This is an optimization exercise on Yosys and OpenROAD, whose aim is a short achievable clock period and few clock cycles, not a production implementation. In this exercise RTL edits were held to simulation tests only and were not proved equivalent to the original. Power and IR drop assume default switching activity.

==> design/flow/design.v <==
module alu(srca, srcb, sub, sel_sum, sel_and, sel_or, sel_slt, aluresult);
  input [31:0] srca, srcb;
  input sub, sel_sum, sel_and, sel_or, sel_slt;
  output [31:0] aluresult;
  reg [31:0] g, p, gn, pn, sum;
  integer i, d;
  always @(*) begin
    p = srca ^ srcb;
    g = srca & srcb;
    g[0] = g[0] | (p[0] & sub);
    for (d = 1; d < 32; d = d * 2) begin
      gn = g;
      pn = p;
      for (i = d; i < 32; i = i + 1) begin
        gn[i] = g[i] | (p[i] & g[i - d]);
        pn[i] = p[i] & p[i - d];
      end
      g = gn;
      p = pn;
    end
    sum = (srca ^ srcb) ^ {g[30:0], sub};
  end
  wire lt = (srca[31] == srcb[31]) ? srca[31] : sum[31];
  assign aluresult = ({32{sel_sum}} & sum) |
                     ({32{sel_and}} & (srca & srcb)) |
                     ({32{sel_or}}  & (srca | srcb)) |
                     {31'd0, sel_slt & lt};
endmodule
module control_unit(opcode, funct, is_r, is_addi, is_lw, is_sw, is_beq, sub, sel_and, sel_or, sel_slt);
  input [5:0] opcode, funct;
  output is_r, is_addi, is_lw, is_sw, is_beq;
  output sub, sel_and, sel_or, sel_slt;
  assign is_r    = opcode == 6'b000000;
  assign is_addi = opcode == 6'b001000;
  assign is_lw   = opcode == 6'b100011;
  assign is_sw   = opcode == 6'b101011;
  assign is_beq  = opcode == 6'b000100;
  assign sub     = is_r && (funct == 6'b100010 || funct == 6'b101010);
  assign sel_and = is_r && funct == 6'b100100;
  assign sel_or  = is_r && funct == 6'b100101;
  assign sel_slt = is_r && funct == 6'b101010;
endmodule
module branch_target(pc4_lo, imm, take, other_lo, next_lo, outside);
  input  [15:0] pc4_lo;
  input  [15:0] imm;
  input         take;
  input  [15:0] other_lo;
  output [15:0] next_lo;
  output outside;
  wire [16:0] lo = {1'b0, pc4_lo} + {1'b0, imm};
  assign next_lo = take ? lo[15:0] : other_lo;
  assign outside = lo[16] ^ imm[15];
endmodule
module register_file(clk, we3, sel1, sel2, a3, wd3, rd1, rd2);
  input clk, we3;
  input [31:0] sel1, sel2;
  input [4:0] a3;
  input [31:0] wd3;
  output reg [31:0] rd1, rd2;
  reg [31:0] regs [1:31];
  integer i;
  always @(posedge clk)
    if (we3 && a3 != 5'd0)
      regs[a3] <= wd3;
  always @(*) begin
    rd1 = 32'd0;
    rd2 = 32'd0;
    for (i = 1; i < 32; i = i + 1) begin
      rd1 = rd1 | ({32{sel1[i]}} & regs[i]);
      rd2 = rd2 | ({32{sel2[i]}} & regs[i]);
    end
  end
endmodule
module mips_cpu(clk, rst, instruction_memory_a, instruction_memory_rd, data_memory_a, data_memory_rd, data_memory_we, data_memory_wd,
                register_a1, register_a2, register_a3, register_we3, register_wd3, register_rd1, register_rd2);
  input clk, rst;
  output data_memory_we;
  output [31:0] instruction_memory_a, data_memory_a, data_memory_wd;
  input [31:0] instruction_memory_rd, data_memory_rd;
  output register_we3;
  output [31:0] register_a1, register_a2;    
  output [4:0] register_a3;
  output [31:0] register_wd3;
  input [31:0] register_rd1, register_rd2;
  reg  [31:0] pc_out, pc_n;
  wire [31:0] pc = ~pc_n;
  wire [31:0] pc4 = pc + 32'd4;
  assign instruction_memory_a = pc_out;
  wire [31:0] ins_f = instruction_memory_rd;
  wire        static_f = (ins_f[31:26] == 6'b000100) && (ins_f[25:21] == ins_f[20:16]);
  wire [15:0] next_lo;
  wire        cross_f;
  reg         v_d;
  reg         fix_d;    
  reg  [31:0] ir_d;
  reg  [31:0] pc4_d;
  wire [4:0]  rs = ir_d[25:21], rt = ir_d[20:16], rd = ir_d[15:11];
  wire is_r, is_addi, is_lw, is_sw, is_beq, sub_d, and_d, or_d, slt_d;
  control_unit cu(ir_d[31:26], ir_d[5:0], is_r, is_addi, is_lw, is_sw, is_beq, sub_d, and_d, or_d, slt_d);
  wire [31:0] imm_d = {{16{ir_d[15]}}, ir_d[15:0]};
  wire [31:0] tgt_d = pc4_d + {imm_d[29:0], 2'b00};
  wire [4:0]  dst_d = is_r ? rd : rt;
  wire        wr_d  = v_d & (is_r | is_addi | is_lw) & (dst_d != 5'd0);
  wire        beq_dyn    = v_d & is_beq & (rs != rt);
  wire        sum_d      = is_addi | (is_r & (ir_d[5:0] == 6'b100000 || ir_d[5:0] == 6'b100010));
  wire        use_rs = is_r | is_addi | is_lw | is_sw | (is_beq & (rs != rt));
  wire        use_rt = is_r | is_sw | (is_beq & (rs != rt));
  reg  [31:0] a_e, b_e, sd_e, tgt_e;
  reg         wr_e, ld_e, st_e, br_e, mem_e, sum_e;
  reg  [4:0]  rd_e;
  reg         sub_e, and_e, or_e, slt_e, add_e;
  reg  [31:0] res_m, addr_m, sd_m;
  reg         wr_m, ld_m, st_m;
  reg  [4:0]  rd_m;
  wire [31:0] alu_e;
  alu alu1(a_e, b_e, sub_e, add_e, and_e, or_e, slt_e, alu_e);
  wire taken_e = br_e & (a_e == b_e);
  wire zero_e = ((a_e ^ b_e) == {a_e[30:0] | b_e[30:0], sub_e});
  wire [31:0] res_m_val = ld_m ? data_memory_rd : res_m;
  assign data_memory_a  = addr_m;
  assign data_memory_wd = sd_m;
  assign data_memory_we = st_m;
  assign register_we3 = wr_m;
  assign register_a3  = rd_m;
  assign register_wd3 = res_m_val;
  wire        fwd_e_rs = wr_e && rd_e == rs;
  wire        fwd_e_rt = wr_e && rd_e == rt;
  wire [31:0] rs_old = (wr_m && rd_m == rs) ? res_m_val : register_rd1;
  wire [31:0] rt_old = (wr_m && rd_m == rt) ? res_m_val : register_rd2;
  wire        use_imm = is_addi | is_lw | is_sw;
  wire [31:0] a_next  = fwd_e_rs ? alu_e : rs_old;
  wire [31:0] sd_next = fwd_e_rt ? alu_e : rt_old;
  wire [31:0] b_other = (use_imm ? imm_d : rt_old) ^ {32{sub_d}};
  wire [31:0] b_next  = (fwd_e_rt & ~use_imm) ? (alu_e ^ {32{sub_d}}) : b_other;
  wire fast_d  = beq_dyn & wr_e & sum_e & (((rt == 5'd0) & (rs == rd_e)) | ((rs == 5'd0) & (rt == rd_e)));
  wire taken_d = fast_d & zero_e;
  wire stall = ld_e & wr_e & v_d & ((use_rs & rd_e == rs) | (use_rt & rd_e == rt));
  reg  [31:0] sel1_d, sel2_d;
  wire [4:0]  rs_f = stall ? rs : ins_f[25:21];
  wire [4:0]  rt_f = stall ? rt : ins_f[20:16];
  integer k;
  always @(posedge clk)
    for (k = 0; k < 32; k = k + 1) begin
      sel1_d[k] <= (k != 0) && (rs_f == k);
      sel2_d[k] <= (k != 0) && (rt_f == k);
    end
  assign register_a1 = sel1_d;
  assign register_a2 = sel2_d;
  wire fix_now = v_d & fix_d;
  wire take_f = static_f & ~rst & ~taken_e & ~stall & ~taken_d & ~fix_now;
  wire [31:0] pc_other = rst ? 32'd0 :
                         taken_e ? tgt_e :
                         stall ? pc4_d :    
                         (taken_d | fix_now) ? tgt_d : pc4;
  branch_target btf(pc4[17:2], ins_f[15:0], take_f, pc_other[17:2], next_lo, cross_f);
  wire [31:0] pc_next = {take_f ? pc4[31:18] : pc_other[31:18], next_lo, pc_other[1:0]};
  always @(posedge clk) begin
    pc_out <= pc_next;
    pc_n   <= ~pc_next;
  end
  always @(posedge clk) begin
    if (rst) begin
      v_d <= 1'b0;
      fix_d <= 1'b0;
      wr_e <= 1'b0; ld_e <= 1'b0; st_e <= 1'b0; br_e <= 1'b0; mem_e <= 1'b0; sum_e <= 1'b0;
      wr_m <= 1'b0; ld_m <= 1'b0; st_m <= 1'b0;
    end else begin
      if (taken_e || taken_d || fix_now) begin
        v_d <= 1'b0;
      end else if (!stall) begin
        v_d <= 1'b1;
      end
      fix_d <= take_f & cross_f;
      if (taken_e || stall) begin
        wr_e <= 1'b0; ld_e <= 1'b0; st_e <= 1'b0; br_e <= 1'b0; mem_e <= 1'b0; sum_e <= 1'b0;
      end else begin
        wr_e <= wr_d;
        ld_e <= v_d & is_lw;
        st_e <= v_d & is_sw;
        br_e <= beq_dyn & ~fast_d;
        sum_e <= v_d & sum_d;
        mem_e <= v_d & (is_lw | is_sw);
      end
      wr_m <= wr_e;
      ld_m <= ld_e;
      st_m <= st_e;
    end
  end
  always @(posedge clk) begin
    if (!stall) begin
      ir_d  <= instruction_memory_rd;
      pc4_d <= pc4;
    end
    a_e   <= a_next;
    b_e   <= b_next;
    sd_e  <= sd_next;
    tgt_e <= tgt_d;
    rd_e  <= dst_d;
    sub_e <= sub_d;
    and_e <= and_d;
    or_e  <= or_d;
    slt_e <= slt_d;
    add_e <= ~(and_d | or_d | slt_d);
    res_m <= alu_e;
    rd_m  <= rd_e;
    sd_m  <= sd_e;
    addr_m <= mem_e ? alu_e : 32'd0;
  end
endmodule
module mips_top(clk, rst, imem_addr, imem_rdata, dmem_addr, dmem_we, dmem_wdata, dmem_rdata);
  input clk, rst;
  output [31:0] imem_addr;
  input [31:0] imem_rdata;
  output [31:0] dmem_addr;
  output dmem_we;
  output [31:0] dmem_wdata;
  input [31:0] dmem_rdata;
  wire [31:0] s1, s2;
  wire [4:0] a3;
  wire we3;
  wire [31:0] wd3, rd1, rd2;
  mips_cpu cpu(clk, rst, imem_addr, imem_rdata, dmem_addr, dmem_rdata, dmem_we, dmem_wdata,
               s1, s2, a3, we3, wd3, rd1, rd2);
  register_file rf(clk, we3, s1, s2, a3, wd3, rd1, rd2);
endmodule
==> design/flow/flow/run.sh <==
#!/bin/bash
set -euo pipefail
MARGIN=$(cat flow/margin.txt)
bash standard.sh synth > synth_make.log 2>&1
bash standard.sh SETUP_SLACK_MARGIN=$MARGIN finish > layout_make.log 2>&1
==> design/flow/flow/margin.txt <==
7.4
==> design/flow/standard.sh <==
#!/bin/bash
# synth_recipe.tcl (not shown) runs the flow's synth.tcl, then flattens the netlist and writes it again
# the make line also repeats each setting of config.mk as NAME=value (left out here)
make -C /OpenROAD-flow-scripts/flow DESIGN_CONFIG=/design/flow/config.mk WORK_HOME=/design/flow/orfs CLKGATE_MAP_FILE= SYNTH_SCRIPT=/design/flow/synth_recipe.tcl "${@:-finish}"
==> design/flow/config.mk <==
export PLATFORM = sky130hd
export DESIGN_NAME = mips_top
export DESIGN_NICKNAME = mips_top
export VERILOG_FILES = /design/flow/design.v
export SDC_FILE = /design/flow/constraint.sdc
export NUM_CORES = 4
export LEC_CHECK = 0
export ABC_CLOCK_PERIOD_IN_PS = 2500
export CAP_MARGIN = 20
export CORE_MARGIN = 2
export CORE_UTILIZATION = 40
export PLACE_DENSITY = 0.6
export SETUP_SLACK_MARGIN = 5
export SLEW_MARGIN = 20
export SYNTH_HIERARCHICAL = 1
==> design/flow/constraint.sdc <==
create_clock -name core_clock -period 10.5 [get_ports {clk}]
set_input_delay 2.1000 -clock core_clock [delete_from_list [all_inputs] [get_ports {clk}]]
set_output_delay 2.1000 -clock core_clock [all_outputs]
set_load 0.01 [all_outputs]
==> flow_summary.toml, run 1 <==
[hold_path]
min_path_type = "reg2reg"

[setup_path]
cpMostUsedCell = "buf_6"
cp_max_fo = 7
worst_path_max_delay_cell = "or4b_4"
crit_required_ns = 11.16
cp-end-kind = "flip-flop"
critPathBufInv = 5
cp.arrival_ns = 4.12
crit_type = "in2reg"
cp-start-kind = "input port"
worstPathCellList = "buf_6 > or4b_4 > nor3_4 > nand3_2 > nor2_4 > buf_12 > buf_6 > buf_6 > buf_8 > mux2_4"
max_stage_delay_ns = 0.54
path_delay_family = "simple AND/OR/NAND/NOR gates"

[timing]
fin_tns_setup_ns = 0
worst_pin_slew_ns = 1.05
clock_skew_ns = 0.0328
finalSetupViolCount = 0
max_freq_mhz = 288
hold_ws_ns = 0.325
slew_violations = 0
rsz0062_at_grt = "yes"
period_minus_slack_ns = 3.47
fin_crit_sh = 0.330
relSlewSlack = 0.296
hold_viol = 0

[clocking]
cts_max_level = 4
clk_latency_ns = 0.80
clkTransAtPathRegs_ns = 0.06
cts_tree = "yes"
cts_buffer_depth = 3
hold_buffers = 0
cts_sinks = 1432
cts_buffers = 148
cts_root_buf = "clkbuf_16"

[logic_synthesis]
synth_area_per_cell_um2 = 12.8
syn_area_um2 = 62700
yosys_warnings = 9
syn_inst = 4897

[finish]
area_growth_pct = 24.0
multi_input_area_um2 = 24700
top_register = "rf.regs"
seq_area_um2 = 39400
stdcell_count = 7493
fin_nets = 5532
num-fill-cells = 13200
largest_register_ffs = 992
drive_gt1_frac = 0.272

[global_routing]
grt.total_usage = 0.262
grt_pass1_wl_mm = 308
grt_max_degree = 65
antenna_found_initial = 3
grt_overflow_total = 0
first_global_vias = 45400

[die]
die_area_um2 = 160000
dieHeight_um = 400
die_w_um = 400
ios = 163
core-area_um2 = 156000
rows = 145
start_util = 0.402

[pwr]
power_density_nw_per_um2 = 193
total_leakage_power_uw = 0.0271
vdd_ir_drop_max_mv = 0.174
power_uw = 15000

[place]
placedCellCount = 6935
place_hpwl_mm = 132
gp_congestion = 0.920
numPortBuffers = 162

[job]
cap_violations = 0

[detailed_routing]
drt-initial-drc-count = 6092
vias = 47400
routed_wl_mm = 223
ant_nets = 0
avgRoutedWirePerCell_um = 29.7
drt-vias-per-instance = 6.33
dr.pass1.iters = 9
drc_errors = 0

[run_status]
status = "timing/DRC/antenna clean"
[where the power goes]
| part | switching [uW] | internal (uW) | total [uW] |
|---|---|---|---|
| clock network | 2230 | 2910 | 5140 |
| logic | 1930 | 1020 | 2950 |
| registers | 115 | 6830 | 6950 |
[per-stage QoR]
stage | cell area, um^2 | worst slack, ns | util
6_report | 77700 | 7.03 | 0.499
2_1_floorplan | 62900 | 6.55 | -
4_1_cts | 74900 | 7.08 | 0.481
3_3_place_gp | 67000 | 5.04 | 0.430
5_1_grt | 77700 | 6.97 | 0.499
3_5_place_dp | 67000 | 5.02 | 0.430
[routing by layer]
| layer | vias up | global-route usage | share of wire |
|---|---|---|---|
| met5 | - | 0 | 0 |
| met4 | 0 | 0.135 | 0.059 |
| met3 | 550 | 0.0395 | 0.090 |
| met2 | 2797 | 0.420 | 0.47 |
| met1 | 23800 | 0.345 | 0.38 |
| li1 | 20300 | - | - |
[cell usage in the layout (no fill, tap or decap), drive strengths merged, types with 68 or more instances in the layout]
| cell | instances |
|---|---|
| edfxtp | 1056 |
| a22oi | 771 |
| buf | 482 |
| dfxtp | 376 |
| nor2 | 243 |
| inv | 205 |
| clkbuf | 201 |
| nand3 | 174 |
| a21oi | 163 |
| nand2 | 162 |
| nand4 | 158 |
| ha | 141 |
| xnor2 | 122 |
| o21ai | 90 |
| mux2 | 80 |
| or4 | 72 |
| a221oi | 68 |
[repair_timing]
item                                   CTS  global route
cloned                                  14            22
setup endpoints to repair              595           859
pin swaps                              127           123
resized for setup                      976           386
buffers inserted                       144           113
endpoints found under the hold margin    0             0
[cell type report]
class,instances,area share
clock inverter,67,0.00786
tap,2058,0.0331
inverter,222,0.0122
antenna,2,0.0000644
multi-input combinational,2941,0.318
sequential,1432,0.507
timing repair buffer,551,0.0669
clock buffer,195,0.0521
timing repair inverter,25,0.00253
[worst paths after layout]
kind / cells after the start / slack, ns / start / endpoint
max reg2reg: 16 / 7.08 / cpu.b_e[0] / cpu.b_e[0]
max: 10 / 7.03 / imem_rdata[30] / cpu.pc_out[9]
min reg2reg: 0 / 0.33 / cpu.sd_e[7] / cpu.sd_m[7]
min: 0 / 0.33 / cpu.sd_e[7] / cpu.sd_m[7]
Testbench counts, summed over its fixed seeds: cycles 12,158.
==> run 2, diff against run 1 <==
--- a/design/flow/design.v
+++ b/design/flow/design.v
@@ -146,12 +146,49 @@
     end
   assign register_a1 = sel1_d;
   assign register_a2 = sel2_d;
+  reg  [3:0]  bt_v;
+  reg  [31:2] bt_pc [0:3];    
+  reg  [31:2] bt_tgt [0:3];
+  reg  [1:0]  bt_ptr;
+  reg         bt_ins;      
+  reg  [31:2] pc_prev;     
+  reg  [3:0]  hit4, hitc;
+  reg  [31:2] skip_tgt_r;
+  integer j;
+  wire [31:2] pc_m4 = pc[31:2] - 30'd1;
+  always @(*) begin
+    skip_tgt_r = 30'd0;
+    for (j = 0; j < 4; j = j + 1) begin
+      hit4[j] = bt_v[j] && bt_pc[j] == pc[31:2];
+      hitc[j] = bt_v[j] && bt_pc[j] == pc_m4;
+      skip_tgt_r = skip_tgt_r | ({30{hit4[j]}} & bt_tgt[j]);
+    end
+  end
+  wire        skip_hit = |hit4;
+  wire [31:0] skip_tgt = {skip_tgt_r, 2'b00};
+  always @(posedge clk) begin
+    pc_prev <= pc[31:2];
+    if (rst) begin
+      bt_v <= 4'd0;
+      bt_ins <= 1'b0;
+      bt_ptr <= 2'd0;
+    end else begin
+      bt_ins <= take_f & ~(|hitc);
+      if (bt_ins && !fix_d) begin
+        bt_v[bt_ptr] <= 1'b1;
+        bt_pc[bt_ptr] <= pc_prev - 30'd1;
+        bt_tgt[bt_ptr] <= pc[31:2];
+        bt_ptr <= bt_ptr + 2'd1;
+      end
+    end
+  end
   wire fix_now = v_d & fix_d;
   wire take_f = static_f & ~rst & ~taken_e & ~stall & ~taken_d & ~fix_now;
   wire [31:0] pc_other = rst ? 32'd0 :
                          taken_e ? tgt_e :
                          stall ? pc4_d :    
-                         (taken_d | fix_now) ? tgt_d : pc4;
+                         (taken_d | fix_now) ? tgt_d :
+                         skip_hit ? skip_tgt : pc4;
   branch_target btf(pc4[17:2], ins_f[15:0], take_f, pc_other[17:2], next_lo, cross_f);
   wire [31:0] pc_next = {take_f ? pc4[31:18] : pc_other[31:18], next_lo, pc_other[1:0]};
   always @(posedge clk) begin
==> flow_summary.toml, run 2 <==
[hold_path]
holdPathStages = 0
min_path_type = "reg2reg"

[setup_path]
max_stage_delay_ns = 0.58
r2r_cells = 12
cp-start-kind = "input port"
cp-end-kind = "flip-flop"
r2r_slack_ns = 7.04
cp_max_fo = 7
cpMostUsedCell = "nor2_4"
crit_type = "in2reg"
crit_required_ns = 11.19
worst_path_max_delay_cell = "or4_4"
worstPathCellList = "buf_6 > nor4b_4 > nand2_2 > or4_4 > nor2_4 > o2111a_2 > buf_12 > nor2_4 > o21a_1 > o211a_1 > a221o_1"
cp.arrival_ns = 4.25

[timing]
fin_tns_setup_ns = 0
period_minus_slack_ns = 3.56
fin_crit_sh = 0.339
rsz0062_at_grt = "yes"
worst_pin_slew_ns = 1.22
slew_violations = 0
hold_viol = 0
relSlewSlack = 0.187
finalSetupViolCount = 0
max_freq_mhz = 281
clock_skew_ns = 0.0824
setup_slack_ns = 6.94

[logic_synthesis]
syn_inst = 5823
yosys_warnings = 9
synth_area_per_cell_um2 = 12.9
syn_area_um2 = 75300

[global_routing]
grt_pass1_wl_mm = 409
grt_max_degree = 65
grt.total_usage = 0.299
grt_overflow_total = 0
antenna_found_initial = 26
first_global_vias = 54100

[place]
numPortBuffers = 162
place_hpwl_mm = 180
gp_congestion = 0.972
place_ws_ns = 4.73
placed_area_um2 = 80100

[finish]
drive_gt1_frac = 0.231
layout_commonest_cell = "edfxtp_1"
final_cell_mix = "1296 x edfxtp_1, 795 x a22oi_1, 266 x buf_4, 265 x dfxtp_1, 243 x nand2_1"
seq_area_um2 = 47500
num-fill-cells = 16300
stdcell_area_um2 = 91300
multi_input_area_um2 = 29300
fin_nets = 6372
top_register = "rf.regs"
largest_register_ffs = 992
largestRegisters = "rf.regs: 992 flops, cpu.bt_pc: 120 flops, cpu.bt_tgt: 120 flops"
area_growth_pct = 21.2

[die]
dieHeight_um = 438
die_w_um = 438
ios = 163
core-area_um2 = 187000
rows = 159
die_area_um2 = 192000
start_util = 0.402

[clocking]
cts_tree = "yes"
cts_root_buf = "clkbuf_16"
cts_sinks = 1709
cts_buffer_depth = 3
cts_buffers = 179
clkTransAtPathRegs_ns = 0.06
clk_latency_ns = 0.85
cts_max_level = 4
hold_buffers = 0

[pwr]
seqPwrFrac = 0.465
vdd_ir_drop_max_mv = 0.223
switching_power_uw = 5040
total_leakage_power_uw = 0.0314
power_density_nw_per_um2 = 194
comb_power_share = 0.175
clkPwrFrac = 0.361
power_uw = 17700
p_int_uw = 12700
switching_share = 0.284

[run_status]
status = "timing/DRC/antenna clean"

[detailed_routing]
drc_errors = 0
avgRoutedWirePerCell_um = 34.1
dr.pass1.iters = 12
drt-vias-per-instance = 6.39
ant_nets = 0
drt-initial-drc-count = 8343
routed_wl_mm = 301
vias = 56300

[job]
cap_violations = 0
## run 2: metal layers
metal	vias up	global-route usage	routed length, um
met5	-	0	88
met1	28000	0.356	106000
met3	996	0.0610	27200
li1	23600	-	-
met4	14	0.244	29500
met2	3704	0.470	138000
## run 2: power by group through the flow
stage / combinational [uW] / clock, uW / sequential [uW]
floorplan: 1320 / 0 / 8230
global placement: 2320 / 0 / 8280
detailed placement: 2350 / 0 / 8290
CTS: 2710 / 6420 / 8190
global route: 3170 / 6710 / 8220
finish: 3090 / 6390 / 8220
## run 2: stage by stage
| step | util | hold slack, ns | std cells |
|---|---|---|---|
| 6_report | 0.487 | 0.324 | 8821 |
| 5_1_grt | 0.487 | 0.329 | 8813 |
| 4_1_cts | 0.475 | 0.325 | 8706 |
| 3_5_place_dp | 0.427 | 0.313 | 8244 |
| 3_3_place_gp | 0.427 | 0.312 | 8244 |
| 2_1_floorplan | - | 0.310 | 5823 |
## run 2: final timing paths
kind	startpoint	to
worst min register to register	cpu.sd_e[30]	cpu.sd_m[30]
worst max register to register	cpu.ir_d[26]	cpu.pc_out[17]
worst min-delay path	cpu.sd_e[30]	cpu.sd_m[30]
worst max-delay path	imem_rdata[30]	cpu.pc_out[27]
## run 2: critical path: cells and delay by family
family | cells | cell delay, ns
buffers and inverters | 2 | 0.24
AND/OR/NAND/NOR | 5 | 1.17
AO/OA/AOI/OAI | 4 | 0.74
## run 2: cell type report
type / instances / share of cell area
multi-input cells: 3554 / 0.321
clock buffers: 252 / 0.0545
repair inverters: 2 / 0.000247
inverters: 218 / 0.00952
repair buffers: 491 / 0.0500
flip-flops and latches: 1709 / 0.520
clock inverters: 81 / 0.00996
diodes: 19 / 0.000521
well taps: 2495 / 0.0342
## run 2: timing repair
action	in CTS	in global routing
pin swaps	106	118
gates resized for setup	1013	316
cloned	20	12
setup endpoints to repair	694	405
hold endpoints to repair	0	0
buffers inserted	109	84
Testbench counts of run 2, summed over its fixed seeds: cycles 11,662.
==> run 3, diff against run 2 <==
--- a/design/flow/design.v
+++ b/design/flow/design.v
@@ -40,16 +40,19 @@
   assign sel_or  = is_r && funct == 6'b100101;
   assign sel_slt = is_r && funct == 6'b101010;
 endmodule
-module branch_target(pc4_lo, imm, take, other_lo, next_lo, outside);
-  input  [15:0] pc4_lo;
-  input  [15:0] imm;
-  input         take;
-  input  [15:0] other_lo;
-  output [15:0] next_lo;
-  output outside;
-  wire [16:0] lo = {1'b0, pc4_lo} + {1'b0, imm};
-  assign next_lo = take ? lo[15:0] : other_lo;
-  assign outside = lo[16] ^ imm[15];
+module branch_target(ins, pc4, allow, other, next, take, outside);
+  input  [31:0] ins;
+  input  [31:2] pc4;
+  input         allow;
+  input  [31:2] other;
+  output [31:2] next;
+  output        take;
+  output        outside;
+  wire always_taken = (ins[31:26] == 6'b000100) && (ins[25:21] == ins[20:16]);
+  assign take = always_taken & allow;
+  wire [16:0] lo = {1'b0, pc4[17:2]} + {1'b0, ins[15:0]};
+  assign next = take ? {pc4[31:18], lo[15:0]} : other;
+  assign outside = lo[16] ^ ins[15];
 endmodule
 module register_file(clk, we3, sel1, sel2, a3, wd3, rd1, rd2);
   input clk, we3;
@@ -87,8 +90,8 @@
   wire [31:0] pc4 = pc + 32'd4;
   assign instruction_memory_a = pc_out;
   wire [31:0] ins_f = instruction_memory_rd;
-  wire        static_f = (ins_f[31:26] == 6'b000100) && (ins_f[25:21] == ins_f[20:16]);
-  wire [15:0] next_lo;
+  wire [31:2] next_f;
+  wire        take_f;
   wire        cross_f;
   reg         v_d;
   reg         fix_d;    
@@ -183,14 +186,14 @@
     end
   end
   wire fix_now = v_d & fix_d;
-  wire take_f = static_f & ~rst & ~taken_e & ~stall & ~taken_d & ~fix_now;
+  wire allow_f = ~rst & ~taken_e & ~stall & ~taken_d & ~fix_now;
   wire [31:0] pc_other = rst ? 32'd0 :
                          taken_e ? tgt_e :
                          stall ? pc4_d :    
                          (taken_d | fix_now) ? tgt_d :
                          skip_hit ? skip_tgt : pc4;
-  branch_target btf(pc4[17:2], ins_f[15:0], take_f, pc_other[17:2], next_lo, cross_f);
-  wire [31:0] pc_next = {take_f ? pc4[31:18] : pc_other[31:18], next_lo, pc_other[1:0]};
+  branch_target btf(ins_f, pc4[31:2], allow_f, pc_other[31:2], next_f, take_f, cross_f);
+  wire [31:0] pc_next = {next_f, 2'b00};
   always @(posedge clk) begin
     pc_out <= pc_next;
     pc_n   <= ~pc_next;
==> flow_summary.toml, run 3 <==
[detailed_routing]
ant_nets = 0
vias = 57200
dr.pass1.iters = 10
avgRoutedWirePerCell_um = 33.4
drt-vias-per-instance = 6.45
drc_errors = 0
drt-initial-drc-count = 8197
routed_wl_mm = 296

[finish]
stdcell_area_um2 = 93500
layout_commonest_cell = "edfxtp_1"
largest_register_ffs = 992
multi_input_area_um2 = 29900
area_growth_pct = 24.8
largestRegisters = "rf.regs: 992 flops, cpu.bt_pc: 120 flops, cpu.bt_tgt: 120 flops"
top_register = "rf.regs"
seq_area_um2 = 47300
drive_gt1_frac = 0.275
final_cell_mix = "1294 x edfxtp_1, 784 x a22oi_1, 301 x buf_4, 238 x dfxtp_1, 215 x nor2_1"
fin_nets = 6446
num-fill-cells = 15800

[setup_path]
startpoint = "dmem_rdata[8]"
worst_path_max_delay_cell = "clkinvlp_4"
crit_type = "in2reg"
crit_required_ns = 10.88
crit_end = "rf.regs[30][8]"
r2r-start = "cpu.a_e[24]"
r2r_cells = 15
cp-end-kind = "flip-flop"
max_stage_delay_ns = 0.66
r2r_end = "cpu.pc_out[29]"
r2r_slack_ns = 7.08
cp_max_fo = 16
cp.arrival_ns = 3.82
cp-start-kind = "input port"
worstPathCellList = "clkdlybuf4s50_1 > mux2i_2 > clkinvlp_4"

[pwr]
power_density_nw_per_um2 = 194
vdd_ir_drop_max_mv = 0.150
total_leakage_power_uw = 0.0325

[job]
cap_violations = 0

[timing]
slew_violations = 0
clock_skew_ns = 0.0407
relSlewSlack = 0.239
finalSetupViolCount = 0
fin_tns_setup_ns = 0
max_freq_mhz = 291
fin_crit_sh = 0.327
worst_pin_slew_ns = 1.14
period_minus_slack_ns = 3.44
rsz0062_at_grt = "yes"
hold_viol = 0

[die]
die_w_um = 437
start_util = 0.403
dieHeight_um = 437
ios = 163
rows = 158
core-area_um2 = 186000
die_area_um2 = 191000

[clocking]
clk_latency_ns = 0.83
clkTransAtPathRegs_ns = 0.06
cts_sinks = 1701
hold_buffers = 0
cts_buffers = 176
cts_root_buf = "clkbuf_16"
cts_tree = "yes"
cts_buffer_depth = 3
cts_max_level = 4

[place]
numPortBuffers = 160
place_hpwl_mm = 173
placed_area_um2 = 79500
gp_congestion = 0.982

[global_routing]
grt.total_usage = 0.295
grt_overflow_total = 0
grt_max_degree = 65
grt_pass1_wl_mm = 405
first_global_vias = 55700
antenna_found_initial = 10

[logic_synthesis]
syn_inst = 5812
synth_area_per_cell_um2 = 12.9
yosys_warnings = 9
syn_area_um2 = 75000

[hold_path]
min_path_type = "reg2reg"

[run_status]
status = "timing/DRC/antenna clean"
-- run 3: repair_timing --
item | CTS | global route
gates resized for setup | 1271 | 343
buffers inserted | 169 | 93
pin swaps | 201 | 162
gates cloned | 39 | 18
endpoints found under the setup margin | 1269 | 877
-- run 3: worst min-delay path by stage --
stage,start,to,slack (ns),cells after the start
6_report,cpu.sd_e[30],cpu.sd_m[30],0.33,0
5_1_grt,cpu.sd_e[30],cpu.sd_m[30],0.33,0
4_1_cts,cpu.sd_e[30],cpu.sd_m[30],0.33,0
3_5_place_dp,cpu.sd_e[25],cpu.sd_m[25],0.31,0
3_3_place_gp,cpu.sd_e[27],cpu.sd_m[27],0.31,0
2_1_floorplan,cpu.sd_e[0],cpu.sd_m[0],0.31,0
-- run 3: area by class of cell --
cell class	instances	share of cell area
Sequential cell	1701	0.506
Tap cell	2480	0.0332
Inverter	253	0.0115
Clock inverter	87	0.0118
Antenna cell	11	0.000294
Multi-Input combinational cell	3503	0.320
Clock buffer	241	0.0534
Timing Repair inverter	23	0.00179
Timing Repair Buffer	571	0.0626
-- run 3: worst max-delay path: cells and delay by family --
family	cells	cell delay, ns
muxes	1	0.63
buffers and inverters	2	1.08
-- run 3: per-stage QoR --
step           utilization  power, uW  cells  hold slack, ns  setup slack (ns)
2_1_floorplan            -       9520   5813           0.310              6.65
3_3_place_gp         0.428      10500   8212           0.311              5.85
3_5_place_dp         0.428      10600   8212           0.312              5.82
4_1_cts              0.490      17700   8748           0.325              7.05
5_1_grt              0.503      18600   8863           0.332              7.07
6_report             0.503      18100   8870           0.325              7.06
-- run 3: where the power goes --
group / internal (uW) / switching (uW)
combinational: 1190 / 2210
clock: 3810 / 2750
sequential: 8010 / 152
-- run 3: routing by layer --
layer / share of wire / wire length (um) / global-route usage / vias to the layer above
li1: - / - / - / 23600
met1: 0.35 / 104000 / 0.358 / 28600
met2: 0.46 / 137000 / 0.469 / 3960
met3: 0.10 / 30200 / 0.0635 / 975
met4: 0.081 / 23900 / 0.202 / 4
met5: 0.000098 / 29 / 0 / -
Testbench counts of run 3, summed over its fixed seeds: cycles 11,662.
==> run 4, diff against run 3 <==
==> design/flow/flow/margin.txt (replaced) <==
7.2
==> flow_summary.toml, run 4 <==
[detailed_routing]
drc_errors = 0
drt-initial-drc-count = 7953
vias = 55800
routed_wl_mm = 290
drt-vias-per-instance = 6.36
avgRoutedWirePerCell_um = 33.0
dr.pass1.iters = 7
ant_nets = 0

[clocking]
clkTransAtPathRegs_ns = 0.07
cts_buffer_depth = 3
cts_tree = "yes"
cts_buffers = 175
cts_max_level = 4
hold_buffers = 0
cts_sinks = 1701
clk_latency_ns = 0.86
cts_root_buf = "clkbuf_16"

[timing]
worst_pin_slew_ns = 1.13
hold_viol = 0
slew_violations = 0
rsz0062_at_grt = "yes"
finalSetupViolCount = 0
period_minus_slack_ns = 3.43
relSlewSlack = 0.243
clock_skew_ns = 0.0476
fin_crit_sh = 0.327
setup_slack_ns = 7.07
max_freq_mhz = 291
fin_tns_setup_ns = 0

[place]
gp_congestion = 0.956
placedCellCount = 8213
place_ws_ns = 5.76
place_hpwl_mm = 174
numPortBuffers = 160

[setup_path]
crit_required_ns = 8.40
r2r_end = "cpu.pc_n[16]"
worstPathCellList = "buf_6"
cp-start-kind = "flip-flop"
path_delay_family = "flip-flops"
critPathBufInv = 1
r2r-start = "cpu.a_e[21]"
worst_path_max_delay_cell = "dfxtp_4"
max_stage_delay_ns = 0.39
cp_max_fo = 1
r2r_slack_ns = 7.15
crit_type = "reg2out"
r2r_cells = 13
cp-end-kind = "primary output"
cp.arrival_ns = 1.33

[pwr]
vdd_ir_drop_max_mv = 0.148
switching_share = 0.281
seqPwrFrac = 0.468
power_density_nw_per_um2 = 192
p_int_uw = 12500
total_leakage_power_uw = 0.0314
clkPwrFrac = 0.366
comb_power_share = 0.166
switching_power_uw = 4910

[logic_synthesis]
syn_area_um2 = 75000
synth_area_per_cell_um2 = 12.9
yosys_warnings = 9
syn_inst = 5812

[hold_path]
min_path_type = "reg2reg"
hp-start = "cpu.sd_e[16]"
min_to = "cpu.sd_m[16]"
holdPathStages = 0

[global_routing]
grt_pass1_wl_mm = 397
antenna_found_initial = 12
grt_overflow_total = 0
grt_max_degree = 74
grt.total_usage = 0.289
first_global_vias = 54300

[die]
start_util = 0.403
ios = 163
dieHeight_um = 437
core-area_um2 = 186000
rows = 158
die_w_um = 437
die_area_um2 = 191000

[finish]
layout_commonest_cell = "edfxtp_1"
drive_gt1_frac = 0.237
final_core_util = 0.489
largestRegisters = "rf.regs: 992 flops, cpu.bt_pc: 120 flops, cpu.bt_tgt: 120 flops"
stdcell_count = 8775
area_growth_pct = 21.2
num-fill-cells = 16000
top_register = "rf.regs"
fin_nets = 6351
final_cell_mix = "1294 x edfxtp_1, 789 x a22oi_1, 274 x buf_4, 249 x dfxtp_1, 223 x inv_1"
largest_register_ffs = 992

[run_status]
status = "timing/DRC/antenna clean"

[job]
cap_violations = 0
-- run 4: final cells by class --
cell class / count / area [um^2] / area share
repair inverters: 10 / 67.6 / 0.000743
well taps: 2480 / 3100 / 0.0341
clock inverters: 97 / 1090 / 0.0120
diodes: 9 / 22.5 / 0.000248
repair buffers: 488 / 4630 / 0.0510
clock buffers: 232 / 4860 / 0.0534
flip-flops and latches: 1701 / 47300 / 0.521
multi-input cells: 3505 / 28800 / 0.317
inverters: 253 / 998 / 0.0110
-- run 4: how the worst max path moves through the flow --
| stage | endpoint | start | cells past startpoint | slack [ns] |
|---|---|---|---|---|
| 5_1_grt | cpu.pc_n[16] | cpu.ir_d[0] | 15 | 6.96 |
| 4_1_cts | imem_addr[18] | cpu.pc_out[18] | 1 | 7.04 |
| 3_3_place_gp | cpu.bt_pc[2][2] | rst | 4 | 5.79 |
| 6_report | imem_addr[20] | cpu.pc_out[20] | 1 | 7.07 |
| 2_1_floorplan | cpu.fix_d | imem_rdata[0] | 9 | 6.65 |
| 3_5_place_dp | cpu.bt_pc[2][2] | rst | 4 | 5.76 |
-- run 4: power groups by stage --
| stage | sequential [uW] | combinational, uW | clock [uW] |
|---|---|---|---|
| global placement | 8300 | 2240 | 0 |
| global route | 8170 | 3020 | 6720 |
| floorplan | 8210 | 1300 | 0 |
| CTS | 8160 | 2610 | 6440 |
| finish | 8160 | 2900 | 6390 |
| detailed placement | 8300 | 2280 | 0 |
-- run 4: layer usage --
layer  global-route usage  routed length (um)  vias to the layer above  share of wire
li1                     -                   -                    23400              -
met1                0.350              104000                    27800           0.36
met2                0.459              133000                     3661           0.46
met3               0.0588               28000                      954          0.097
met4                0.211               25200                       10          0.087
met5                    0                  57                        -        0.00020
-- run 4: stage by stage --
stage / total power (uW) / hold WS, ns / cell area [um^2]
finish: 17500 / 0.293 / 90900
global route: 17900 / 0.313 / 90900
CTS: 17200 / 0.294 / 88300
detailed placement: 10600 / 0.313 / 79500
global placement: 10500 / 0.311 / 79500
floorplan: 9520 / 0.310 / 75200
-- run 4: repair_timing --
| item | 4_1_cts | 5_1_grt |
|---|---|---|
| setup endpoints to repair | 826 | 365 |
| buffers inserted | 94 | 92 |
| cloned | 25 | 13 |
| resized for setup | 943 | 345 |
| pin swaps | 99 | 137 |
==> run 5, diff against run 4 <==
==> design/flow/flow/margin.txt (replaced) <==
7.0
==> flow_summary.toml, run 5 <==
[run_status]
status = "timing/DRC/antenna clean"

[finish]
num-fill-cells = 16400
final_core_util = 0.472
seq_area_um2 = 47100
largestRegisters = "rf.regs: 992 flops, cpu.bt_pc: 120 flops, cpu.bt_tgt: 120 flops"
fin_nets = 6243
stdcell_area_um2 = 87600
stdcell_count = 8658
drive_gt1_frac = 0.179
area_growth_pct = 16.9
top_register = "rf.regs"
multi_input_area_um2 = 27300
final_cell_mix = "1294 x edfxtp_1, 789 x a22oi_1, 327 x dfxtp_1, 243 x inv_1, 227 x nor2_1"
largest_register_ffs = 992
layout_commonest_cell = "edfxtp_1"

[global_routing]
antenna_found_initial = 17
grt.total_usage = 0.277
first_global_vias = 53500
grt_pass1_wl_mm = 383
grt_overflow_total = 0
grt_max_degree = 67

[detailed_routing]
dr.pass1.iters = 8
drt-initial-drc-count = 7483
drt-vias-per-instance = 6.34
avgRoutedWirePerCell_um = 31.8
ant_nets = 0
vias = 54900
routed_wl_mm = 275
drc_errors = 0

[timing]
slew_violations = 0
rsz0062_at_grt = "yes"
clock_skew_ns = 0.0748
fin_crit_sh = 0.341
finalSetupViolCount = 0
hold_viol = 0
worst_pin_slew_ns = 1.17
max_freq_mhz = 279
fin_tns_setup_ns = 0
period_minus_slack_ns = 3.58
hold_ws_ns = 0.326
relSlewSlack = 0.221

[clocking]
cts_buffers = 173
clkTransAtPathRegs_ns = 0.07
cts_root_buf = "clkbuf_16"
cts_tree = "yes"
cts_sinks = 1701
cts_max_level = 4
clk_latency_ns = 0.84
hold_buffers = 0
cts_buffer_depth = 3

[pwr]
vdd_ir_drop_max_mv = 0.144
total_leakage_power_uw = 0.0303
power_density_nw_per_um2 = 193

[place]
gp_congestion = 0.966
placed_area_um2 = 79500
numPortBuffers = 160
placedCellCount = 8218
place_hpwl_mm = 170

[setup_path]
cp.arrival_ns = 4.29
worstPathCellList = "inv_1 > ha_4 > xnor2_1 > nor4_2 > nand4_1 > nor3_4 > a32oi_4 > buf_12 > buf_4 > buf_4 > o21ai_0 > a31oi_1 > a211oi_1 > nor3_1 > mux2_2"
cp_max_fo = 9
crit_required_ns = 11.20
cp-end-kind = "flip-flop"
critPathBufInv = 4
path_delay_family = "simple AND/OR/NAND/NOR gates"
cp-start-kind = "flip-flop"
worst_path_max_delay_cell = "nor4_2"
crit_type = "reg2reg"
cpMostUsedCell = "buf_4"
max_stage_delay_ns = 0.44

[die]
start_util = 0.403
dieHeight_um = 437
ios = 163
rows = 158
core-area_um2 = 186000
die_w_um = 437
die_area_um2 = 191000

[logic_synthesis]
synth_area_per_cell_um2 = 12.9
syn_area_um2 = 75000
syn_inst = 5812
yosys_warnings = 9

[hold_path]
min_path_type = "reg2reg"

[job]
cap_violations = 0
[run 5: cell types whose count changed in the layout (fill, tap and decap cells not counted), sizes merged, moves of 6 or more]
cell           previous run  this run
clkinvlp                 26        13
clkbuf                  243       254
inv                     248       254
buf                     412       306
dlygate4sd2              19         8
and3                     33        26
clkdlybuf4s15             1        19
clkinv                   73        56
bufinv                   13         5
clkdlybuf4s50            39        51
[run 5: area by class of cell]
| cell class | count | share of cell area |
|---|---|---|
| clock buffers | 250 | 0.0577 |
| well taps | 2480 | 0.0354 |
| repair buffers | 394 | 0.0373 |
| inverters | 253 | 0.0115 |
| multi-input cells | 3498 | 0.312 |
| diodes | 7 | 0.000200 |
| repair inverters | 5 | 0.000414 |
| flip-flops and latches | 1701 | 0.538 |
| clock inverters | 70 | 0.00770 |
[run 5: metrics by stage]
stage	power [uW]	setup WS, ns
after floorplan	9520	6.65
after global placement	10500	5.48
after detailed placement	10600	5.45
after CTS	16800	6.93
after global routing	17400	6.84
final	16900	6.92
[run 5: worst register-to-register path, delay by kind of cell, from the launching register on]
kind,cells,cell delay [ns]
fa+ha+maj,1,0.26
mux,1,0.30
compound gates,4,0.64
simple gates,4,1.19
buf+inv,4,0.58
flops,1,0.35
xor+xnor,1,0.14
[run 5: per-layer routing]
layer,global-route usage,share of wire
met4,0.195,0.085
met3,0.0467,0.086
met2,0.448,0.46
met5,0,0.000098
met1,0.338,0.37
[run 5: repair_timing]
| action | 4_1_cts | 5_1_grt |
|---|---|---|
| gates resized for setup | 560 | 202 |
| pin swaps | 44 | 77 |
| setup endpoints to repair | 608 | 252 |
| cloned | 11 | 4 |
| buffers inserted | 47 | 51 |
[run 5: worst paths after layout]
path	start	end	depth (start not counted)	slack (ns)
worst min register to register	cpu.sd_e[24]	cpu.sd_m[24]	0	0.33
worst min-delay path	cpu.sd_e[24]	cpu.sd_m[24]	0	0.33
worst max register to register	cpu.a_e[27]	cpu.pc_out[14]	15	6.92
worst max-delay path	cpu.a_e[27]	cpu.pc_out[14]	15	6.92
[run 5: power breakdown]
group          internal [uW]  switching [uW]
Clock                   3500            2700
Combinational            735            1860
Sequential              8020             131
==> run 6, diff against run 5 <==
==> design/flow/flow/margin.txt (replaced) <==
7.4
--- a/design/flow/config.mk
+++ b/design/flow/config.mk
@@ -13,3 +13,4 @@
 export SETUP_SLACK_MARGIN = 5
 export SLEW_MARGIN = 20
 export SYNTH_HIERARCHICAL = 1
+export TNS_END_PERCENT = 10
==> flow_summary.toml, run 6 <==
[run_status]
status = "timing/DRC/antenna clean"

[job]
cap_violations = 0

[pwr]
switching_share = 0.279
vdd_ir_drop_max_mv = 0.129
seqPwrFrac = 0.472
p_int_uw = 12500
clkPwrFrac = 0.365
switching_power_uw = 4820
comb_power_share = 0.163
power_uw = 17300
power_density_nw_per_um2 = 191
total_leakage_power_uw = 0.0314

[global_routing]
met3_usage = 0.0626
grt_overflow_total = 0
grt_busiest_layer = "met2"
grt_pass1_wl_mm = 400
grt.total_usage = 0.291
first_global_vias = 54800
grt_max_degree = 62
met2_usage = 0.459
met1_usage = 0.358
antenna_found_initial = 8

[timing]
hold_viol = 0
rsz0062_at_grt = "yes"
worst_pin_slew_ns = 1.18
hold_ws_ns = 0.314
max_freq_mhz = 286
relSlewSlack = 0.213
fin_tns_setup_ns = 0
finalSetupViolCount = 0
clock_skew_ns = 0.0399
period_minus_slack_ns = 3.49
slew_violations = 0
fin_crit_sh = 0.333

[setup_path]
cp_max_fo = 31
cp.arrival_ns = 3.85
cp-start-kind = "input port"
crit_required_ns = 10.85
worst_path_max_delay_cell = "inv_1"
crit_type = "in2reg"
worstPathCellList = "clkdlybuf4s50_1 > mux2i_1 > inv_1"
max_stage_delay_ns = 0.70
cp-end-kind = "flip-flop"

[finish]
drive_gt1_frac = 0.228
largest_register_ffs = 992
layout_commonest_cell = "edfxtp_1"
area_growth_pct = 20.5
num-fill-cells = 16100
fin_nets = 6346
stdcell_count = 8762
largestRegisters = "rf.regs: 992 flops, cpu.bt_pc: 120 flops, cpu.bt_tgt: 120 flops"
top_register = "rf.regs"
final_cell_mix = "1294 x edfxtp_1, 789 x a22oi_1, 301 x dfxtp_1, 277 x buf_4, 237 x inv_1"

[die]
start_util = 0.403
core-area_um2 = 186000
dieHeight_um = 437
rows = 158
ios = 163
die_area_um2 = 191000
die_w_um = 437

[logic_synthesis]
syn_area_um2 = 75000
syn_inst = 5812
yosys_warnings = 9
synth_area_per_cell_um2 = 12.9

[detailed_routing]
routed_wl_mm = 292
drt-vias-per-instance = 6.41
ant_nets = 0
avgRoutedWirePerCell_um = 33.3
vias = 56200
dr.pass1.iters = 9
drc_errors = 0
drt-initial-drc-count = 8436

[hold_path]
min_path_type = "reg2reg"

[clocking]
clk_latency_ns = 0.83
cts_sinks = 1701
cts_buffer_depth = 3
clkTransAtPathRegs_ns = 0.06
cts_max_level = 4
cts_tree = "yes"
cts_root_buf = "clkbuf_16"
cts_buffers = 174

[place]
placedCellCount = 8217
place_hpwl_mm = 171
numPortBuffers = 160
gp_congestion = 0.943
==> run 6: layout make-up <==
type,instances,area (um^2),share of cell area
Sequential cell,1701,47200,0.523
Multi-Input combinational cell,3500,28900,0.320
Clock buffer,232,4810,0.0532
Timing Repair Buffer,495,4310,0.0477
Tap cell,2480,3100,0.0343
Inverter,253,1010,0.0111
Clock inverter,95,968,0.0107
Timing Repair inverter,4,26.3,0.000291
Antenna cell,2,5.00,0.0000554
==> run 6: repair_timing <==
item,CTS,global route
hold buffers,0,0
cloned,17,9
resized for setup,805,364
pin swaps,86,124
setup endpoints to repair,1088,1189
buffers inserted,100,90
==> run 6: power by group through the flow <==
stage	clock, uW	combinational, uW	sequential [uW]
floorplan	0	1300	8210
global placement	0	2210	8310
detailed placement	0	2240	8310
CTS	6350	2450	8160
global route	6610	2940	8180
finish	6310	2810	8170
==> run 6: stage by stage <==
step	area [um^2]	setup slack, ns	utilization
2_1_floorplan	75200	6.65	-
3_3_place_gp	79500	5.87	0.428
3_5_place_dp	79500	5.86	0.428
4_1_cts	87800	7.03	0.472
5_1_grt	90300	6.92	0.486
6_report	90400	7.01	0.486
==> run 6: path summary, 6_finish.rpt <==
| path | slack, ns | cells after the start | from | end |
|---|---|---|---|---|
| worst max-delay path | 7.01 | 3 | dmem_rdata[4] | rf.regs[25][4] |
| worst min-delay path | 0.31 | 0 | cpu.sd_e[7] | cpu.sd_m[7] |
| worst max register to register | 7.01 | 14 | cpu.a_e[0] | cpu.b_e[26] |
| worst min register to register | 0.31 | 0 | cpu.sd_e[7] | cpu.sd_m[7] |
==> run 6: metal layers <==
metal	vias up	part of all wire
li1	23400	-
met1	27900	0.36
met2	3935	0.45
met3	983	0.10
met4	2	0.083
met5	-	0.000045
==> run 6: critical path: cells and delay by family <==
family / cells / cell delay, ns
buf+inv: 2 / 1.14
mux: 1 / 0.59
==> run 7, diff against run 6 <==
--- a/design/flow/config.mk
+++ b/design/flow/config.mk
@@ -9,8 +9,9 @@
 export CAP_MARGIN = 20
 export CORE_MARGIN = 2
 export CORE_UTILIZATION = 40
+export CTS_CLUSTER_DIAMETER = 60
+export CTS_CLUSTER_SIZE = 20
 export PLACE_DENSITY = 0.6
 export SETUP_SLACK_MARGIN = 5
 export SLEW_MARGIN = 20
 export SYNTH_HIERARCHICAL = 1
-export TNS_END_PERCENT = 10
==> flow_summary.toml, run 7 <==
[run_status]
status = "timing/DRC/antenna clean"

[die]
dieHeight_um = 437
die_area_um2 = 191000
ios = 163
rows = 158
core-area_um2 = 186000
start_util = 0.403
die_w_um = 437

[clocking]
cts_buffers = 118
hold_buffers = 0
clkTransAtPathRegs_ns = 0.08
cts_root_buf = "clkbuf_16"
cts_sinks = 1701
clk_latency_ns = 0.83
cts_tree = "yes"
cts_buffer_depth = 3
cts_max_level = 3

[setup_path]
worstPathCellList = "inv_1 > ha_1 > xnor2_2 > nor4_2 > nand4_1 > nor3_4 > a32oi_4 > buf_12 > and3_4 > nand4bb_4 > buf_6 > or4_4 > o31ai_4 > inv_1"
cp_max_fo = 6
cpMostUsedCell = "inv_1"
worst_path_max_delay_cell = "or4_4"
cp-start-kind = "flip-flop"
crit_required_ns = 11.20
max_stage_delay_ns = 0.64
cp-end-kind = "flip-flop"
cp.arrival_ns = 4.17
crit_type = "reg2reg"

[global_routing]
antenna_found_initial = 7
grt_pass1_wl_mm = 399
grt_overflow_total = 0
first_global_vias = 54400
grt_max_degree = 65
grt.total_usage = 0.290

[detailed_routing]
routed_wl_mm = 291
dr.pass1.iters = 12
vias = 56200
drt-vias-per-instance = 6.43
avgRoutedWirePerCell_um = 33.3
ant_nets = 0
drt-initial-drc-count = 8041
drc_errors = 0

[job]
cap_violations = 0

[timing]
clock_skew_ns = 0.0702
slew_violations = 0
setup_slack_ns = 7.03
max_freq_mhz = 288
worst_pin_slew_ns = 1.12
fin_crit_sh = 0.331
relSlewSlack = 0.255
rsz0062_at_grt = "yes"
fin_tns_setup_ns = 0
period_minus_slack_ns = 3.47
hold_ws_ns = 0.319
hold_viol = 0
finalSetupViolCount = 0

[place]
place_hpwl_mm = 173
numPortBuffers = 160
placedCellCount = 8212
gp_congestion = 0.982
place_ws_ns = 5.82

[finish]
area_growth_pct = 20.4
largest_register_ffs = 992
fin_nets = 6368
top_register = "rf.regs"
final_cell_mix = "1294 x edfxtp_1, 788 x a22oi_1, 298 x buf_4, 241 x dfxtp_1, 225 x nor2_1"
layout_commonest_cell = "edfxtp_1"
largestRegisters = "rf.regs: 992 flops, cpu.bt_pc: 120 flops, cpu.bt_tgt: 120 flops"
drive_gt1_frac = 0.255
stdcell_count = 8729

[logic_synthesis]
synth_area_per_cell_um2 = 12.9
syn_inst = 5812
yosys_warnings = 9
syn_area_um2 = 75000

[pwr]
vdd_ir_drop_max_mv = 0.180
power_uw = 16300
total_leakage_power_uw = 0.0311
power_density_nw_per_um2 = 181

[hold_path]
min_path_type = "reg2reg"
==> run 7: cell type report <==
class / count / area, um^2
fill: 16100 / 95500
tap: 2480 / 3100
timing repair buffer: 554 / 5440
inverter: 253 / 1050
timing repair inverter: 20 / 148
antenna: 2 / 5.00
multi-input combinational: 3503 / 29300
sequential: 1701 / 47300
clock inverter: 73 / 807
clock buffer: 143 / 3150
==> run 7: power by group <==
part / internal [uW] / switching [uW] / total (uW)
Clock: 2290 / 2570 / 4860
Combinational: 1170 / 2160 / 3330
Sequential: 8000 / 152 / 8150
Total: 11500 / 4880 / 16300
==> run 7: timing repair <==
action,4_1_cts,5_1_grt
gates cloned,36,11
endpoints found under the setup margin,1262,776
pin swaps,121,162
setup buffers,117,135
resized for setup,1077,394
==> run 7: critical path, delay by kind of cell, from the launching register on <==
kind	cells	cell delay, ns
simple gates	6	1.43
compound gates	2	0.56
buf+inv	4	0.48
flops	1	0.36
fa+ha+maj	1	0.32
xor+xnor	1	0.20
==> run 7: path summary, 6_finish.rpt <==
| path | from | to | slack [ns] | cells past startpoint |
|---|---|---|---|---|
| worst max-delay path | cpu.b_e[11] | cpu.pc_n[8] | 7.03 | 14 |
| worst min-delay path | cpu.sd_e[21] | cpu.sd_m[21] | 0.32 | 0 |
| worst max register to register | cpu.b_e[11] | cpu.pc_n[8] | 7.03 | 14 |
| worst min register to register | cpu.sd_e[21] | cpu.sd_m[21] | 0.32 | 0 |
==> run 7: metrics by stage <==
| stage | instance area (um^2) | utilization |
|---|---|---|
| after detailed placement | 79500 | 0.428 |
| after global placement | 79500 | 0.428 |
| after floorplan | 75300 | - |
| after global routing | 90300 | 0.486 |
| after CTS | 87400 | 0.470 |
| final | 90300 | 0.486 |
==> run 7: metal layers <==
layer / routed length, um / GRT usage / up-vias
met2: 133000 / 0.462 / 3728
met1: 104000 / 0.359 / 28100
met4: 24500 / 0.199 / 4
met3: 28500 / 0.0524 / 964
met5: 24 / 0 / -
li1: - / - / 23400
==> run 8, diff against run 7 <==
--- a/design/flow/config.mk
+++ b/design/flow/config.mk
@@ -8,10 +8,8 @@
 export ABC_CLOCK_PERIOD_IN_PS = 2500
 export CAP_MARGIN = 20
 export CORE_MARGIN = 2
-export CORE_UTILIZATION = 40
-export CTS_CLUSTER_DIAMETER = 60
-export CTS_CLUSTER_SIZE = 20
-export PLACE_DENSITY = 0.6
+export CORE_UTILIZATION = 60
+export PLACE_DENSITY = 0.7
 export SETUP_SLACK_MARGIN = 5
 export SLEW_MARGIN = 20
 export SYNTH_HIERARCHICAL = 1
==> flow_summary.toml, run 8 <==
[clocking]
cts_buffer_depth = 3
hold_buffers = 0
cts_tree = "yes"
clkTransAtPathRegs_ns = 0.06
cts_root_buf = "clkbuf_16"
cts_sinks = 1701
cts_max_level = 4
cts_buffers = 171
clk_latency_ns = 0.83

[setup_path]
worst_path_max_delay_cell = "edfxtp_1"
worstPathCellList = "buf_6 > xor2_1 > nor3_2 > nand4_1 > a21oi_2 > a32oi_4 > buf_6 > buf_6 > buf_6 > buf_16 > o21ai_2 > a31oi_1 > a211oi_2 > nor3_2 > mux2_4"
cp_max_fo = 5
cp-start-kind = "flip-flop"
crit_type = "reg2reg"
cpMostUsedCell = "buf_6"
r2r_slack_ns = 7.03
cp.arrival_ns = 4.16
critPathBufInv = 5
cp-end-kind = "flip-flop"
path_delay_family = "compound AO/OA/AOI/OAI gates"
max_stage_delay_ns = 0.47
crit_required_ns = 11.19

[timing]
relSlewSlack = 0.164
max_freq_mhz = 288
finalSetupViolCount = 0
clock_skew_ns = 0.0310
fin_crit_sh = 0.330
slew_violations = 0
rsz0062_at_grt = "yes"
fin_tns_setup_ns = 0
period_minus_slack_ns = 3.47
worst_pin_slew_ns = 1.25
hold_viol = 0

[detailed_routing]
dr.pass1.iters = 10
vias = 57100
drc_errors = 0
drt-initial-drc-count = 9245
avgRoutedWirePerCell_um = 34.2
ant_nets = 0
drt-vias-per-instance = 7.13
routed_wl_mm = 274

[die]
die_area_um2 = 128000
die_w_um = 357
start_util = 0.606
dieHeight_um = 357
rows = 129
core-area_um2 = 124000
ios = 163

[global_routing]
first_global_vias = 54400
grt_overflow_total = 0
grt_max_degree = 65
grt_pass1_wl_mm = 381
grt.total_usage = 0.417
antenna_found_initial = 13

[job]
cap_violations = 0

[finish]
drive_gt1_frac = 0.260
final_cell_mix = "1294 x edfxtp_1, 789 x a22oi_1, 316 x buf_4, 251 x dfxtp_1, 217 x inv_1"
area_growth_pct = 21.0
layout_commonest_cell = "edfxtp_1"
top_register = "rf.regs"
fin_nets = 6449
num-fill-cells = 8038
largest_register_ffs = 992
largestRegisters = "rf.regs: 992 flops, cpu.bt_pc: 120 flops, cpu.bt_tgt: 120 flops"
final_core_util = 0.733
stdcell_count = 8005

[run_status]
status = "timing/DRC/antenna clean"

[logic_synthesis]
syn_area_um2 = 75000
synth_area_per_cell_um2 = 12.9
yosys_warnings = 9
syn_inst = 5812

[place]
gp_congestion = 0.985
numPortBuffers = 160
placedCellCount = 7366
place_hpwl_mm = 168

[pwr]
power_uw = 17500
total_leakage_power_uw = 0.0318
power_density_nw_per_um2 = 193
vdd_ir_drop_max_mv = 0.188

[hold_path]
min_path_type = "reg2reg"
[run 8: cell type report]
class	count	area (um^2)	area share
timing repair inverter	27	203	0.00223
timing repair buffer	574	5450	0.0601
inverter	253	1070	0.0118
tap	1637	2050	0.0226
sequential	1701	47300	0.521
antenna	3	7.51	0.0000827
clock inverter	72	631	0.00695
clock buffer	234	4750	0.0523
multi-input combinational	3504	29300	0.323
[run 8: power by group]
| group | switching, uW | total (uW) | internal, uW |
|---|---|---|---|
| clock | 2630 | 5950 | 3320 |
| combinational | 2230 | 3390 | 1160 |
| sequential | 133 | 8140 | 8010 |
| total | 4990 | 17500 | 12500 |
[run 8: what timing repair did]
| item | in CTS | in global routing |
|---|---|---|
| setup buffers | 198 | 80 |
| gates cloned | 41 | 10 |
| pin swaps | 160 | 157 |
| gates resized for setup | 1113 | 330 |
| setup endpoints to repair | 1199 | 597 |
[run 8: through the flow]
step / cell area, um^2 / hold slack [ns] / worst slack (ns)
final: 90700 / 0.323 / 7.03
after global routing: 90700 / 0.329 / 6.95
after CTS: 88500 / 0.324 / 7.02
after detailed placement: 78500 / 0.312 / 5.70
after global placement: 78400 / 0.310 / 5.42
after floorplan: 75300 / 0.310 / 6.65
[run 8: worst paths after layout]
| path | to | depth (start not counted) | startpoint |
|---|---|---|---|
| max | cpu.pc_out[14] | 15 | cpu.ir_d[25] |
| min | cpu.sd_m[8] | 0 | cpu.sd_e[8] |
| max reg2reg | cpu.pc_out[14] | 15 | cpu.ir_d[25] |
| min reg2reg | cpu.sd_m[8] | 0 | cpu.sd_e[8] |
[run 8: metal layers]
metal,up-vias,share of wire,global-route usage
li1,23500,-,-
met1,27900,0.35,0.532
met2,4548,0.44,0.623
met3,1088,0.12,0.107
met4,16,0.086,0.296
met5,-,0.00037,0
==> run 9, diff against run 8 <==
==> design/flow/run.sh (new file) <==
#!/bin/bash
# synth_recipe.tcl (not shown) runs the flow's synth.tcl, then flattens the netlist and writes it again
# the make line also repeats each setting of config.mk as NAME=value (left out here)
make -C /OpenROAD-flow-scripts/flow DESIGN_CONFIG=/design/flow/config.mk WORK_HOME=/design/flow/orfs CLKGATE_MAP_FILE= SYNTH_SCRIPT=/design/flow/synth_recipe.tcl finish
--- a/design/flow/config.mk
+++ b/design/flow/config.mk
@@ -8,8 +8,8 @@
 export ABC_CLOCK_PERIOD_IN_PS = 2500
 export CAP_MARGIN = 20
 export CORE_MARGIN = 2
-export CORE_UTILIZATION = 60
-export PLACE_DENSITY = 0.7
+export CORE_UTILIZATION = 40
+export PLACE_DENSITY = 0.6
 export SETUP_SLACK_MARGIN = 5
 export SLEW_MARGIN = 20
 export SYNTH_HIERARCHICAL = 1
removed: design/flow/flow/run.sh
removed: design/flow/flow/margin.txt
removed: design/flow/standard.sh
==> flow_summary.toml, run 9 <==
[run_status]
status = "timing/DRC/antenna clean"

[place]
place_hpwl_mm = 171
numPortBuffers = 160
gp_congestion = 0.941
placedCellCount = 8220

[setup_path]
r2r_slack_ns = 5.57
cp_max_fo = 47
cpMostUsedCell = "buf_4"
max_stage_delay_ns = 0.79
critPathBufInv = 4
worstPathCellList = "or4_1 > nor3_1 > nor2_1 > a31oi_4 > buf_4 > inv_4 > buf_4 > and3_1 > nand4bb_1 > or4_1 > buf_4 > mux2_2"
cp-start-kind = "flip-flop"
crit_required_ns = 11.23
r2r-start = "cpu.ir_d[26]"
crit_type = "reg2reg"
r2r_cells = 12
r2r_end = "cpu.pc_out[10]"
path_delay_family = "simple AND/OR/NAND/NOR gates"
worst_path_max_delay_cell = "nor3_1"
cp.arrival_ns = 5.66
cp-end-kind = "flip-flop"

[finish]
area_growth_pct = 13.6
largestRegisters = "rf.regs: 992 flops, cpu.bt_pc: 120 flops, cpu.bt_tgt: 120 flops"
top_register = "rf.regs"
stdcell_count = 8551
drive_gt1_frac = 0.104
largest_register_ffs = 992
final_cell_mix = "1294 x edfxtp_1, 789 x a22oi_1, 399 x dfxtp_1, 251 x inv_1, 234 x nor2_1"
layout_commonest_cell = "edfxtp_1"
fin_nets = 6135

[job]
cap_violations = 0

[logic_synthesis]
yosys_warnings = 9
synth_area_per_cell_um2 = 12.9
syn_inst = 5812
syn_area_um2 = 75000

[clocking]
cts_sinks = 1701
cts_resized = 0
clkTransAtPathRegs_ns = 0.06
cts_root_buf = "clkbuf_16"
cts_buffer_depth = 3
cts_tree = "yes"
cts_setup_buffers = 0
clk_latency_ns = 0.87
hold_buffers = 0
cts_buffers = 176
cts_max_level = 4

[timing]
fin_tns_setup_ns = 0
period_minus_slack_ns = 4.93
clock_skew_ns = 0.0727
max_freq_mhz = 203
slew_violations = 0
hold_viol = 0
finalSetupViolCount = 0
fin_crit_sh = 0.470
relSlewSlack = 0.217
worst_pin_slew_ns = 1.14
rsz0062_at_grt = "no"

[global_routing]
antenna_found_initial = 7
grt.total_usage = 0.279
grt_max_degree = 62
grt_overflow_total = 0
first_global_vias = 53000
grt_pass1_wl_mm = 385

[die]
ios = 163
core-area_um2 = 186000
start_util = 0.403
die_area_um2 = 191000
dieHeight_um = 437
rows = 158
die_w_um = 437

[detailed_routing]
drt-vias-per-instance = 6.33
ant_nets = 0
vias = 54100
drc_errors = 0
routed_wl_mm = 274
dr.pass1.iters = 10
avgRoutedWirePerCell_um = 32.0
drt-initial-drc-count = 8148

[pwr]
vdd_ir_drop_max_mv = 0.155
total_leakage_power_uw = 0.0291
power_density_nw_per_um2 = 197

[hold_path]
hp-start = "cpu.sd_e[26]"
holdPathStages = 0
min_to = "cpu.sd_m[26]"
min_path_type = "reg2reg"
[run 9: area by class of cell]
class | instances | area (um^2)
Antenna cell | 3 | 7.51
Timing Repair Buffer | 295 | 2620
Sequential cell | 1701 | 47000
Fill cell | 16500 | 101000
Multi-Input combinational cell | 3491 | 25700
Clock buffer | 251 | 4880
Inverter | 253 | 952
Clock inverter | 77 | 921
Tap cell | 2480 | 3100
[run 9: through the flow]
stage | hold WS (ns) | setup WS, ns | power [uW] | instance area, um^2 | utilization
after global placement | 0.311 | 5.68 | 10500 | 79400 | 0.427
after detailed placement | 0.314 | 5.62 | 10500 | 79400 | 0.427
final | 0.326 | 5.57 | 16700 | 85200 | 0.458
after CTS | 0.328 | 5.63 | 16700 | 85200 | 0.458
after floorplan | 0.310 | 6.18 | 9510 | 75000 | -
after global routing | 0.331 | 5.26 | 17200 | 85200 | 0.458
[run 9: per-layer routing]
layer	track usage	vias up	part of all wire
met5	0	-	0.000095
met2	0.437	3492	0.45
li1	-	22900	-
met4	0.170	4	0.069
met1	0.352	26900	0.38
met3	0.0592	793	0.10
[run 9: worst max-delay path by stage]
stage / cells past startpoint / startpoint / end / slack [ns]
after floorplan: 16 / cpu.ir_d[25] / cpu.bt_ins / 6.18
after global placement: 12 / cpu.ir_d[26] / cpu.pc_out[10] / 5.68
after detailed placement: 12 / cpu.ir_d[26] / cpu.pc_out[10] / 5.62
after CTS: 12 / cpu.ir_d[26] / cpu.pc_out[10] / 5.63
after global routing: 11 / cpu.ir_d[26] / cpu.sel1_d[12] / 5.26
final: 12 / cpu.ir_d[26] / cpu.pc_out[10] / 5.57
[run 9: power by group]
group          internal (uW)  leakage, uW  switching [uW]
Clock                   3510      0.00283            2770
Combinational            608       0.0111            1690
Sequential              8020       0.0152             149
Total                  12100       0.0291            4610

==> static timing again, ports no longer ideal <==
In the flow no input, the clock included, has a driving cell. The finished layouts below were timed again as built, in two steps.
Step 1: set_driving_cell puts a clkbuf_16 on clk and a buf_2 on each other input, an assumption about the parent block.
Step 2 also shifts input and output timing later by t, the mid clock arrival at the registers, as if the neighbouring blocks saw the same clock.
a / b / c = ideal / step 1 / step 2; a / b = the first two.
run | t, ns | setup slack, ns | worst hold slack (ns) | worst setup path after step 2 | clock arrival spread, ns
run 1 | 0.867 | 7.034 / 7.048 / 6.220 | 0.325 / 0.325 / 0.325 | input to register | 0.036 / 0.036
run 2 | 0.894 | 6.939 / 6.866 / 5.972 | 0.324 / 0.324 / 0.324 | input to register | 0.083 / 0.082
run 3 | 0.899 | 7.063 / 6.988 / 6.189 | 0.325 / 0.325 / 0.325 | input to register | 0.050 / 0.051
run 4 | 0.919 | 7.066 / 6.982 / 6.245 | 0.293 / 0.293 / 0.293 | input to register | 0.051 / 0.051
run 5 | 0.886 | 6.918 / 6.918 / 6.100 | 0.326 / 0.326 / 0.326 | input to register | 0.075 / 0.076
run 6 | 0.903 | 7.005 / 6.974 / 6.162 | 0.314 / 0.314 / 0.314 | input to register | 0.055 / 0.054
run 7 | 0.877 | 7.028 / 6.974 / 6.228 | 0.319 / 0.319 / 0.319 | input to register | 0.080 / 0.080
run 8 | 0.895 | 7.031 / 6.965 / 6.228 | 0.323 / 0.323 / 0.323 | input to register | 0.033 / 0.033
run 9 | 0.912 | 5.565 / 5.565 / 5.565 | 0.326 / 0.326 / 0.326 | register to register | 0.084 / 0.084
After both steps every run listed still meets setup and hold. The setup slack of run 2, which loses most, moves by -0.073 ns with the drivers and by -0.967 ns with both steps.
